What follows belongs to an exercise in optimizing a design on an open flow for small area and a short achievable clock period; a production flow would make more cautious choices. Function was not checked in any run shown here: the RTL went through the layout flow alone. Power and IR drop assume default switching activity.

==> design/flow/design.v <==
module lzc54(input [53:0] x, output [5:0] n);
    wire [63:0] v = {x, 10'h3ff};    
    wire [31:0] z1;        
    wire [31:0] c1;        
    genvar i;
    generate
        for (i = 0; i < 32; i = i + 1) begin : l1
            assign z1[i] = ~(v[2*i+1] | v[2*i]);
            assign c1[i] = ~v[2*i+1];
        end
    endgenerate
    wire [15:0] z2; wire [31:0] c2;
    generate
        for (i = 0; i < 16; i = i + 1) begin : l2
            assign z2[i] = z1[2*i+1] & z1[2*i];
            assign c2[2*i+1:2*i] = z1[2*i+1] ? {1'b1, c1[2*i]} : {1'b0, c1[2*i+1]};
        end
    endgenerate
    wire [7:0] z3; wire [23:0] c3;
    generate
        for (i = 0; i < 8; i = i + 1) begin : l3
            assign z3[i] = z2[2*i+1] & z2[2*i];
            assign c3[3*i+2:3*i] = z2[2*i+1] ? {1'b1, c2[4*i+1:4*i]} : {1'b0, c2[4*i+3:4*i+2]};
        end
    endgenerate
    wire [3:0] z4; wire [15:0] c4;
    generate
        for (i = 0; i < 4; i = i + 1) begin : l4
            assign z4[i] = z3[2*i+1] & z3[2*i];
            assign c4[4*i+3:4*i] = z3[2*i+1] ? {1'b1, c3[6*i+2:6*i]} : {1'b0, c3[6*i+5:6*i+3]};
        end
    endgenerate
    wire [1:0] z5; wire [9:0] c5;
    generate
        for (i = 0; i < 2; i = i + 1) begin : l5
            assign z5[i] = z4[2*i+1] & z4[2*i];
            assign c5[5*i+4:5*i] = z4[2*i+1] ? {1'b1, c4[8*i+3:8*i]} : {1'b0, c4[8*i+7:8*i+4]};
        end
    endgenerate
    assign n = z5[1] ? {1'b1, c5[4:0]} : {1'b0, c5[9:5]};
endmodule
module pfx_add #(parameter N = 54, parameter KIND = 0) (input [N-1:0] x, input [N-1:0] y, input cin, output [N-1:0] s);
    localparam L = $clog2(N);
    wire [N-1:0] g0 = x & y;
    wire [N-1:0] p0 = x ^ y;
    wire [N-1:0] G [0:L];
    wire [N-1:0] P [0:L];
    assign G[0] = {g0[N-1:1], g0[0] | (p0[0] & cin)};
    assign P[0] = p0;
    genvar l, i;
    generate
        if (KIND == 0) begin : sk   
            for (l = 0; l < L; l = l + 1) begin : lv
                for (i = 0; i < N; i = i + 1) begin : b
                    if ((i >> l) & 1) begin
                        localparam integer j = ((i >> l) << l) - 1;
                        assign G[l+1][i] = G[l][i] | (P[l][i] & G[l][j]);
                        assign P[l+1][i] = P[l][i] & P[l][j];
                    end else begin
                        assign G[l+1][i] = G[l][i];
                        assign P[l+1][i] = P[l][i];
                    end
                end
            end
        end else begin : ks   
            for (l = 0; l < L; l = l + 1) begin : lv
                for (i = 0; i < N; i = i + 1) begin : b
                    if (i >= (1 << l)) begin
                        assign G[l+1][i] = G[l][i] | (P[l][i] & G[l][i - (1 << l)]);
                        assign P[l+1][i] = P[l][i] & P[l][i - (1 << l)];
                    end else begin
                        assign G[l+1][i] = G[l][i];
                        assign P[l+1][i] = P[l][i];
                    end
                end
            end
        end
    endgenerate
    wire [N-1:0] c = {G[L][N-2:0], cin};
    assign s = p0 ^ c;
endmodule
module sigadd(input [53:0] x, input [53:0] y, input cin, output [53:0] sum);
    pfx_add #(.N(54), .KIND(0)) u_pfx(.x(x), .y(y), .cin(cin), .s(sum));
endmodule
module magcmp52(input [51:0] a, input [51:0] b, output gt);
    wire [63:0] g0 = {12'd0, b & ~a};
    wire [63:0] e0 = {12'hfff, ~(a ^ b)};
    wire [31:0] g1, e1;
    wire [15:0] g2, e2;
    wire [7:0]  g3, e3;
    wire [3:0]  g4, e4;
    wire [1:0]  g5, e5;
    genvar i;
    generate
        for (i = 0; i < 32; i = i + 1) begin : l1
            assign g1[i] = g0[2*i+1] | (e0[2*i+1] & g0[2*i]);
            assign e1[i] = e0[2*i+1] & e0[2*i];
        end
        for (i = 0; i < 16; i = i + 1) begin : l2
            assign g2[i] = g1[2*i+1] | (e1[2*i+1] & g1[2*i]);
            assign e2[i] = e1[2*i+1] & e1[2*i];
        end
        for (i = 0; i < 8; i = i + 1) begin : l3
            assign g3[i] = g2[2*i+1] | (e2[2*i+1] & g2[2*i]);
            assign e3[i] = e2[2*i+1] & e2[2*i];
        end
        for (i = 0; i < 4; i = i + 1) begin : l4
            assign g4[i] = g3[2*i+1] | (e3[2*i+1] & g3[2*i]);
            assign e4[i] = e3[2*i+1] & e3[2*i];
        end
        for (i = 0; i < 2; i = i + 1) begin : l5
            assign g5[i] = g4[2*i+1] | (e4[2*i+1] & g4[2*i]);
            assign e5[i] = e4[2*i+1] & e4[2*i];
        end
    endgenerate
    assign gt = g5[1] | (e5[1] & g5[0]);
endmodule
module dfa_pre(
    input  [63:0] a, input [63:0] b,
    output        s1,         
    output [10:0] e1,         
    output [51:0] m1,         
    output [52:0] t2,         
    output [5:0]  dsh,        
    output        sub,        
    output        lzero       
);
    wire [10:0] ea = a[62:52], eb = b[62:52];
    wire [11:0] dab, dba;
    pfx_add #(.N(12), .KIND(0)) u_dab(.x({1'b0, ea}), .y({1'b1, ~eb}), .cin(1'b1), .s(dab));
    pfx_add #(.N(12), .KIND(0)) u_dba(.x({1'b0, eb}), .y({1'b1, ~ea}), .cin(1'b1), .s(dba));
    wire        swe = dab[11];                  
    wire [10:0] d   = swe ? dba[10:0] : dab[10:0];
    wire        mgt;                            
    magcmp52 u_cmp(.a(a[51:0]), .b(b[51:0]), .gt(mgt));
    wire        swap = swe | ((ea == eb) & mgt);    
    wire        az = ~|a[62:0], bz = ~|b[62:0];
    assign s1   = (swap | (az & bz)) ? b[63] : a[63];
    assign e1   = swe ? eb : ea;
    assign m1   = swap ? b[51:0] : a[51:0];
    assign t2   = swap ? {|ea, a[51:0]} : {|eb, b[51:0]};
    assign dsh  = (|d[10:6]) ? 6'd63 : d[5:0];
    assign sub  = a[63] ^ b[63];
    assign lzero = az | bz;
endmodule
module dfa_post(
    input         s1, input [10:0] e1, input [51:0] m1, input [52:0] t2,
    input  [5:0]  dsh, input sub, input lzero,
    output [63:0] r
);
    wire        inf = &e1;                      
    wire [52:0] t1 = {|e1, m1};
    wire [52:0] t3 = t2 >> dsh;
    wire [53:0] sum;
    sigadd u_add(.x({1'b0, t1}), .y({sub, t3 ^ {53{sub}}}), .cin(sub), .sum(sum));
    wire [5:0]  sh;
    lzc54 u_lzc(.x({sum[53], sum[52] | lzero, sum[51:0]}), .n(sh));
    wire        zres = sh[5] & sh[4] & sh[2] & sh[1];    
    wire [53:0] nrm = sum << sh;
    wire [10:0] e1p = e1 + 11'd1;
    wire [4:0]  eh1 = e1p[10:6] - 5'd1;
    wire [6:0]  el  = {1'b0, e1p[5:0]} - {1'b0, sh};
    wire [10:0] e   = {el[6] ? eh1 : e1p[10:6], el[5:0]};
    assign r[63]    = ~inf & ~zres & s1;
    assign r[62:52] = inf ? 11'h7ff : (zres ? 11'd0 : e);
    assign r[51:0]  = {52{inf}} | nrm[52:1];
endmodule
module fp64_add(input clk, input [63:0] a, input [63:0] b, output reg [63:0] s);
    wire        s1_d, sub_d, lzero_d;
    wire [10:0] e1_d;
    wire [51:0] m1_d;
    wire [52:0] t2_d;
    wire [5:0]  dsh_d;
    reg         s1_q, sub_q, lzero_q;
    reg  [10:0] e1_q;
    reg  [51:0] m1_q;
    reg  [52:0] t2_q;
    reg  [5:0]  dsh_q;
    wire [63:0] r;
    dfa_pre  u_pre(.a(a), .b(b), .s1(s1_d), .e1(e1_d), .m1(m1_d), .t2(t2_d), .dsh(dsh_d),
                   .sub(sub_d), .lzero(lzero_d));
    dfa_post u_post(.s1(s1_q), .e1(e1_q), .m1(m1_q), .t2(t2_q), .dsh(dsh_q), .sub(sub_q),
                    .lzero(lzero_q), .r(r));
    always @(posedge clk) begin
        s1_q    <= s1_d;
        e1_q    <= e1_d;
        m1_q    <= m1_d;
        t2_q    <= t2_d;
        dsh_q   <= dsh_d;
        sub_q   <= sub_d;
        lzero_q <= lzero_d;
        s       <= r;
    end
endmodule
==> design/flow/flow/run.sh <==
#!/bin/bash
# Layout flow: the standard flow with an area-oriented ABC mapping script
# (flow/abc.script replaces ORFS's abc_speed.script; registers unchanged),
# plain buffers on the ports, a denser floorplan, and timing repair that
# aims for setup slack of 22 ns at the design's clock.
set -euo pipefail
cp -r "$FLOW_HOME/scripts" scripts_mod
cp flow/abc.script scripts_mod/abc_speed.script
bash standard.sh SCRIPTS_DIR="$PWD/scripts_mod" \
  "BUFFER_PORTS_ARGS=-buffer_cell sky130_fd_sc_hd__buf_1" \
  CORE_UTILIZATION=50 SETUP_SLACK_MARGIN=22 ADDER_MAP_FILE= finish > standard.log 2>&1
==> design/flow/flow/abc.script <==
strash
dch
map -a
topo
stime -c
==> design/flow/standard.sh <==
#!/bin/bash
# synth_recipe.tcl (not shown) runs the flow's synth.tcl, then flattens the netlist and writes it again
# the make line also repeats each setting of config.mk as NAME=value (left out here)
make -C /OpenROAD-flow-scripts/flow DESIGN_CONFIG=/design/flow/config.mk WORK_HOME=/design/flow/orfs CLKGATE_MAP_FILE= SYNTH_SCRIPT=/design/flow/synth_recipe.tcl "${@:-finish}"
==> design/flow/config.mk <==
export PLATFORM = sky130hd
export DESIGN_NAME = fp64_add
export DESIGN_NICKNAME = fp64_add
export VERILOG_FILES = /design/flow/design.v
export SDC_FILE = /design/flow/constraint.sdc
export NUM_CORES = 4
export LEC_CHECK = 0
export CAP_MARGIN = 20
export CORE_MARGIN = 2
export CORE_UTILIZATION = 25
export SLEW_MARGIN = 20
==> design/flow/constraint.sdc <==
create_clock -name core_clock -period 30.0 [get_ports {clk}]
set_input_delay 6.0000 -clock core_clock [delete_from_list [all_inputs] [get_ports {clk}]]
set_output_delay 6.0000 -clock core_clock [all_outputs]
set_load 0.01 [all_outputs]
==> results of run 1 <==
placed cells by master (no fill, tap or decap), drive strengths merged, types with 9 or more instances in the layout:
master    n
xor2    100
o22ai    14
o21ai   405
o211ai   51
clkinv  382
mux2i    25
nor2    451
a21oi   135
dfxtp   189
nand3    68
nand4    11
nor3     27
a31oi    42
xnor2    21
nand2   757
nor4     46
buf     363
a211oi   13
clkbuf   31
inv      34
a221oi    9
cell usage after synthesis (all sizes together) (5+ instances only):
| cell | instances | share of area |
|---|---|---|
| nor4 | 46 | 0.018 |
| dfxtp | 189 | 0.24 |
| a31oi | 42 | 0.016 |
| and2 | 5 | 0.0023 |
| o22ai | 14 | 0.0054 |
| o211ai | 51 | 0.024 |
| nand3 | 62 | 0.019 |
| a211oi | 13 | 0.0061 |
| xnor2 | 21 | 0.011 |
| a22oi | 6 | 0.0028 |
| nor3 | 27 | 0.0084 |
| nor2 | 450 | 0.10 |
| a2111oi | 5 | 0.0027 |
| mux2i | 25 | 0.016 |
| a221oi | 9 | 0.0049 |
| nand2 | 756 | 0.18 |
| or2 | 8 | 0.0031 |
| o221ai | 8 | 0.0044 |
| xor2 | 100 | 0.054 |
| a21oi | 134 | 0.042 |
| clkinv | 411 | 0.096 |
| o21ai | 405 | 0.13 |
| nand4 | 11 | 0.0043 |
| o311ai | 7 | 0.0038 |
what timing repair did:
item / in CTS / in global routing
setup buffers: 87 / 52
pin swaps: 27 / 62
hold buffers: 0 / 0
endpoints found under the setup margin: 186 / 186
gates resized for setup: 315 / 426
gates cloned: 39 / 8
registers in the layout, summed over array words and instances (netlist names):
signal	flops
dsh_q	6
e1_q	11
s1_q	1
m1_q	52
sub_q	1
t2_q	53
s	64
lzero_q	1
kinds of logic after synthesis:
| kind of cell | after synthesis | synth area share |
|---|---|---|
| AO/OA/AOI/OAI | 715 | 0.249 |
| XOR/XNOR | 121 | 0.0658 |
| buffers and inverters | 411 | 0.0958 |
| flip-flops | 189 | 0.235 |
| multiplexers | 26 | 0.0162 |
| AND/OR/NAND/NOR | 1368 | 0.338 |
layout make-up:
type / instances / area, sq um / share of cell area
clock buffer: 19 / 443 / 0.0196
timing repair inverter: 2 / 17.5 / 0.000774
sequential: 189 / 3800 / 0.168
inverter: 411 / 1700 / 0.0751
multi-input combinational: 2239 / 12600 / 0.557
clock inverter: 12 / 160 / 0.00708
tap: 402 / 503 / 0.0222
timing repair buffer: 375 / 3390 / 0.150
through the flow:
step	cell area, sq um	cells	worst slack [ns]
final	22600	3649	21.42
after global routing	22600	3649	21.21
after CTS	20700	3589	21.55
after detailed placement	17600	3432	19.76
after global placement	17600	3432	19.90
after floorplan	16300	2830	19.90
power by group through the flow:
stage	registers, mW	clock network [mW]	logic [mW]
after floorplan	0.370	0	0.521
after global placement	0.351	0	0.752
after detailed placement	0.352	0	0.755
after CTS	0.345	0.238	0.865
after global routing	0.352	0.251	1.09
final	0.347	0.241	0.995
path summary, 6_finish.rpt:
check	depth (start not counted)	slack, ns	end
setup reg to reg	48	22.19	s[51]$_DFF_P_
hold reg to reg	1	0.47	s[63]$_DFF_P_
setup / recovery	23	21.42	m1_q[9]$_DFF_P_
hold / removal	1	0.47	s[63]$_DFF_P_
metal layers:
metal / track usage / routed length (um)
met4: 0.182 / 3910
met3: 0.0707 / 6380
met2: 0.598 / 30200
met5: 0 / 0
met1: 0.477 / 27500
==> run summary, run 1 <==
WL per Instance=18.6 um; clock latency (worst-skew pair)=0.48 ns; Detailed Route Iter0 Violations=2,424; WL final=68,000 um; synthesized area=0.0161 sq mm; Ys Warns=3; EDFF count, synth=0; min Tclk post-route=8.58 ns; fin. max-slew vios=0; Post-Syn Nets=2,959; Final ANT Viol Nets=0; router iterations before antenna repair=8; RSZ-0062 raised after global routing=yes; H-tree depth=4; sw frac=0.490; Hold WS=0.468 ns; overflow left after global routing=0; Critical Path RT=30.40 ns; WP buf/inv=6; Top delay family on crit path=compound AO/OA/AOI/OAI gates; register area share after synthesis=0.235; vias=21.5k; initial antenna violation count=0; die area=0.0337 sq mm; max incr delay on CP=0.26 ns; predominant post-synthesis flop cell=dfxtp_1; Top Ports=193; Power Density=70.0 mW/mm^2; Max-cap violations=0; vias in the first global route=19.0k; Final Total Pwr=1.58 mW; Initial Util=0.509; Net Switching=0.775 mW; post-synth cell types=38; Worst VDD drop=0.0484 mV; Die Ht=183 um; period utilization=0.286; number of port buffers=192; Final Util=0.715; root buffer cell=clkbuf_16; Comb power frac=0.629; ANT cells=0; Clock Pin Slew Worst Setup and Hold Paths=0.07 ns; CP dominant cell by count=o21ai_1; GP Congestion=0.980; Hold Violations, Final=0; CTS tree=done; Worst setup SP type=primary input; Hold Startpoint=s1_q$_DFF_P_; worst-margin pin slew=0.732 ns; Post-route DRC=0; P_int=0.808 mW; final net count=3,364; Fmax=117 MHz; Clock power frac=0.152; CP Launch Point=b[1]; vias per cell=5.90; DP HPWL=42,000 um; worst path cell trace=buf_8 > a22oi_2 > a21oi_2 > o21ai_1 > o221ai_1 > a22oi_1 > a21oi_1 > o21ai_1 > a21boi_1 > o21ai_2 > a211oi_4 > nor2_4 > nor3_2 > a211oi_2 > nor2_2 > nor2_4 > buf_12 > buf_12 > buf_6 > buf_6 > buf_16 > nand2_4 > o21ai_1; Sink Count=189; TritonCTS buffer count=17; die width=183 um; Flop pwr share=0.219; worst min-delay path class=flip-flop to flip-flop; Cells after Synth=2,830; CP max stage cell=o21ai_2; status=complete, no violations; ys async rst share=0; Mean Syn Cell Area=5.69 sq um; FP Rows=65; synthesis-stage register bit count=189; critical-path maximum fanout=7; launch point of the worst reg-to-reg path=dsh_q[0]$_SDFF_PP1_; layout cell share with drive strength beyond 1=0.197; CORE AREA=0.0316 sq mm; critical path class=primary input to flip-flop; synth-to-layout area growth=40.5%; Setup-failing EPs final=0; fillers=2,647; critical path arrival=8.98 ns; Worst Setup End Kind=flip-flop; largest net degree at the start of global routing=58; first-pass GRT wire length=99,000 um; Worst slew margin=0.508; LEAKAGE=9.40 nW; buffer depth of the longest clock path=2; GR Util All Layers=0.371; Final TNS setup=0 ns; clk_skew=0.0148 ns
==> inputs of run 2 (changes only) <==
--- a/design/flow/flow/run.sh
+++ b/design/flow/flow/run.sh
@@ -9,3 +9,3 @@
 bash standard.sh SCRIPTS_DIR="$PWD/scripts_mod" \
   "BUFFER_PORTS_ARGS=-buffer_cell sky130_fd_sc_hd__buf_1" \
-  CORE_UTILIZATION=50 SETUP_SLACK_MARGIN=22 ADDER_MAP_FILE= finish > standard.log 2>&1
+  CORE_UTILIZATION=50 SETUP_SLACK_MARGIN=22 CTS_BUF_LIST=sky130_fd_sc_hd__clkbuf_8 ADDER_MAP_FILE= finish > standard.log 2>&1
==> run 2 against run 1 <==
Still clean. Worst setup slack better by 0.030 ns. Synthesized cell count did not move. First-iteration DRC count is 5.4% lower. Critical endpoint is now t2_q[6]$_DFF_P_. Largest cell class unchanged. Largest power group unchanged. Highest routed layer unchanged.
==> run summary, run 2 <==
Initial Util=0.509 (unchanged); critical path class=primary input to flip-flop; Clock Pin Slew Worst Setup and Hold Paths=0.09 ns (+0.02 ns); dpl ws=19.76 ns (unchanged); synthesis-stage register bit count=189 (unchanged); RR Endpoint=s[47]$_DFF_P_; Fmax=117 MHz (+0.35%); worst-margin pin slew=0.686 ns (-0.0457 ns); router iterations before antenna repair=6 (-2); buffer depth of the longest clock path=2 (unchanged); critical-path maximum fanout=7 (unchanged); most frequent cells after synthesis=756 x nand2_1, 450 x nor2_1, 411 x clkinv_1; synthesized area=0.0161 sq mm (unchanged); GP Congestion=0.980 (unchanged); Post-Syn Nets=2,959 (unchanged); initial antenna violation count=0 (unchanged); RSZ-0062 raised after global routing=yes; largest registers=s: 64 flops, t2_q: 53 flops, m1_q: 52 flops; P_int=0.754 mW (-6.7%); Final Total Pwr=1.52 mW (-4.2%); min Tclk post-route=8.55 ns (-0.0297 ns); Hold Violations, Final=0 (unchanged); number of port buffers=192 (unchanged); GR Util All Layers=0.370 (-0.00127); Top Ports=193 (unchanged); final net count=3,357 (-0.21%); sw frac=0.503 (+0.0136); Biggest register=s; DP HPWL=42,000 um (unchanged); period utilization=0.285 (-0.000990); leading cell type in the layout, fill and taps excluded=nand2_1; commonest cells after routing, fill and taps aside=665 x nand2_1, 415 x nor2_1, 370 x clkinv_1; Setup-failing EPs final=0 (unchanged); overflow left after global routing=0 (unchanged); ys async rst share=0 (unchanged); Critical Path End=t2_q[6]$_DFF_P_; Final Util=0.704 (-0.0115); synth top area cells=dfxtp_1 24%, nand2_1 18%, o21ai_0 13%; vias=21.2k (-1.5%); critical path arrival=8.97 ns (about the same); register area share after synthesis=0.235 (unchanged); Mean Syn Cell Area=5.69 sq um (unchanged); die width=183 um (unchanged); TritonCTS buffer count=17 (unchanged); Detailed Route Iter0 Violations=2,292 (-5.4%); fin. max-slew vios=0 (unchanged); clk_skew=0.0286 ns (+0.0138 ns); Worst setup SP type=primary input; EDFF count, synth=0 (unchanged); worst min-delay path class=flip-flop to flip-flop; Comb power frac=0.652 (+0.023); Final ANT Viol Nets=0 (unchanged); Worst slew margin=0.543 (+0.0350); die area=0.0337 sq mm (unchanged); CP max stage cell=a2111oi_4; predominant post-synthesis flop cell=dfxtp_1; Die Ht=183 um (unchanged); top-count cell post-synth=nand2_1; max FFs per register=64 (unchanged); Post-CTS Hold Fix Bufs=0 (unchanged); WP buf/inv=5 (-1); WL final=66,800 um (-1.8%); WL per Instance=18.3 um (-1.6%); final setup margin=21.45 ns (+0.0297 ns); Post-route DRC=0 (unchanged); Worst R2R Path Depth=50 (+4.2%); root buffer cell=clkbuf_8; Yosys top cell area share=0.235 (unchanged); Net Switching=0.763 mW (-1.5%); Worst R2R Setup Slack=22.09 ns (-0.10 ns); fillers=2,731 (+3.2%); Cells after Synth=2,830 (unchanged); Ys Warns=3 (unchanged); vias in the first global route=18.8k (-1.2%); Top delay family on crit path=compound AO/OA/AOI/OAI gates; clock latency (worst-skew pair)=0.55 ns (+0.07 ns); LEAKAGE=9.24 nW (-1.7%); Final TNS setup=0 ns (unchanged); Max-cap violations=0 (unchanged); FP Rows=65 (unchanged); largest net degree at the start of global routing=58 (unchanged); Flop pwr share=0.227 (+0.008); status=complete, no violations; Sink Count=189 (unchanged); post-synth cell types=38 (unchanged); area leader, netlist=dfxtp_1; CORE AREA=0.0316 sq mm (unchanged); H-tree depth=4 (unchanged); Power Density=68.2 mW/mm^2 (-2.6%); first-pass GRT wire length=98,600 um (-0.44%); Clock power frac=0.121 (-0.031); max incr delay on CP=0.41 ns (+0.15 ns); worst path cell trace=buf_1 > o22ai_1 > a2111oi_4 > o21ai_2 > a211oi_4 > nor2_2 > nor3_2 > a211oi_2 > nor2_2 > nor2_4 > buf_12 > buf_12 > buf_16 > buf_16 > nor2_1 > a21oi_2; CTS tree=done; Critical Path RT=30.42 ns (+0.02 ns); layout cell share with drive strength beyond 1=0.187 (-0.00976); synth-to-layout area growth=38.3%; launch point of the worst reg-to-reg path=dsh_q[0]$_SDFF_PP1_; Critical Path Stages=16 (-30%); Worst Setup End Kind=flip-flop; CP Launch Point=a[12]; Worst VDD drop=0.0473 mV (-2.3%); vias per cell=5.82 (-1.3%)
[run 2: cells by family (layout without fill, tap and decap cells)]
| kind of cell | Yosys count | in the layout | synth area share |
|---|---|---|---|
| buf+inv | 411 | 812 | 0.0958 |
| simple gates | 1368 | 1376 | 0.338 |
| compound gates | 715 | 716 | 0.249 |
| flops | 189 | 189 | 0.235 |
| xor+xnor | 121 | 121 | 0.0658 |
| other cells | 0 | 1 | 0 |
| mux | 26 | 26 | 0.0162 |
[run 2: routing by layer]
| layer | track usage | vias to the layer above | wire [um] |
|---|---|---|---|
| li1 | - | 10218 | - |
| met1 | 0.486 | 9575 | 27200 |
| met2 | 0.596 | 1167 | 29900 |
| met3 | 0.0584 | 243 | 6110 |
| met4 | 0.172 | 0 | 3540 |
| met5 | 0 | - | 0 |
[run 2: final cells by class]
type / instances / area (sq um) / area share
Multi-Input combinational cell: 2239 / 12600 / 0.565
Sequential cell: 189 / 3800 / 0.171
Timing Repair Buffer: 367 / 3260 / 0.146
Inverter: 411 / 1690 / 0.0759
Tap cell: 402 / 503 / 0.0226
Clock buffer: 18 / 248 / 0.0111
Clock inverter: 13 / 164 / 0.00736
Timing Repair inverter: 3 / 26.3 / 0.00118
Antenna cell: 1 / 2.50 / 0.000112
[run 2: worst min path at each step]
stage | cells past startpoint | startpoint | slack [ns] | endpoint
after global routing | 1 | s1_q$_DFF_P_ | 0.49 | s[63]$_DFF_P_
after floorplan | 1 | s1_q$_DFF_P_ | 0.44 | s[63]$_DFF_P_
after detailed placement | 1 | s1_q$_DFF_P_ | 0.47 | s[63]$_DFF_P_
after global placement | 1 | s1_q$_DFF_P_ | 0.47 | s[63]$_DFF_P_
final | 1 | s1_q$_DFF_P_ | 0.47 | s[63]$_DFF_P_
after CTS | 1 | s1_q$_DFF_P_ | 0.48 | s[63]$_DFF_P_
[run 2: worst register-to-register path: cells and delay by family, from the launching register on]
family	cells	cell delay, ns
DFF	1	0.41
buffers and inverters	10	1.28
AOI/OAI and AO/OA	12	2.61
and+or+nand+nor	26	3.10
xor gates and xnor gates	2	0.36
[run 2: power groups by stage]
stage | clock (mW) | sequential [mW] | combinational (mW)
CTS | 0.183 | 0.344 | 0.863
global placement | 0 | 0.351 | 0.752
detailed placement | 0 | 0.352 | 0.755
global route | 0.193 | 0.350 | 1.08
floorplan | 0 | 0.370 | 0.521
finish | 0.184 | 0.345 | 0.988
[run 2: stage by stage]
| stage | std cells | instance area [sq um] | hold slack, ns |
|---|---|---|---|
| 6_report | 3643 | 22300 | 0.470 |
| 5_1_grt | 3642 | 22300 | 0.490 |
| 4_1_cts | 3586 | 20500 | 0.477 |
| 3_5_place_dp | 3432 | 17600 | 0.471 |
| 3_3_place_gp | 3432 | 17600 | 0.470 |
| 2_1_floorplan | 2830 | 16300 | 0.442 |
[run 2: repair_timing]
item | in CTS | in global routing
endpoints found under the hold margin | 0 | 0
buffers inserted | 85 | 49
gates cloned | 38 | 7
gates resized for setup | 319 | 383
pin swaps | 27 | 56
endpoints found under the setup margin | 184 | 186

afterwards: timing with drivers on the ports:
The flow's constraints put no driver on any port. The routed layouts listed below were extracted and timed again, unchanged, in two steps. Step 1 sets driving cells, clkbuf_16 on the clock port and buf_2 on the other inputs (assumed; they add their load-dependent delay and slew). Step 2 also shifts input and output timing later by t, the mid clock arrival at the registers, as if the neighbouring blocks saw the same clock. Slacks: ideal / step 1 / step 2; pairs: ideal / step 1.
run	t, ns	setup WS [ns]	cell pins on the clock port's net
run 1	0.520	21.418 / 21.410 / 20.889	1
run 2	0.583	21.448 / 21.444 / 20.861	1
After both steps every run listed still meets setup and hold. For run 2, which loses most, drivers alone change the setup slack by -0.004 ns; drivers and shift together by -0.587 ns.
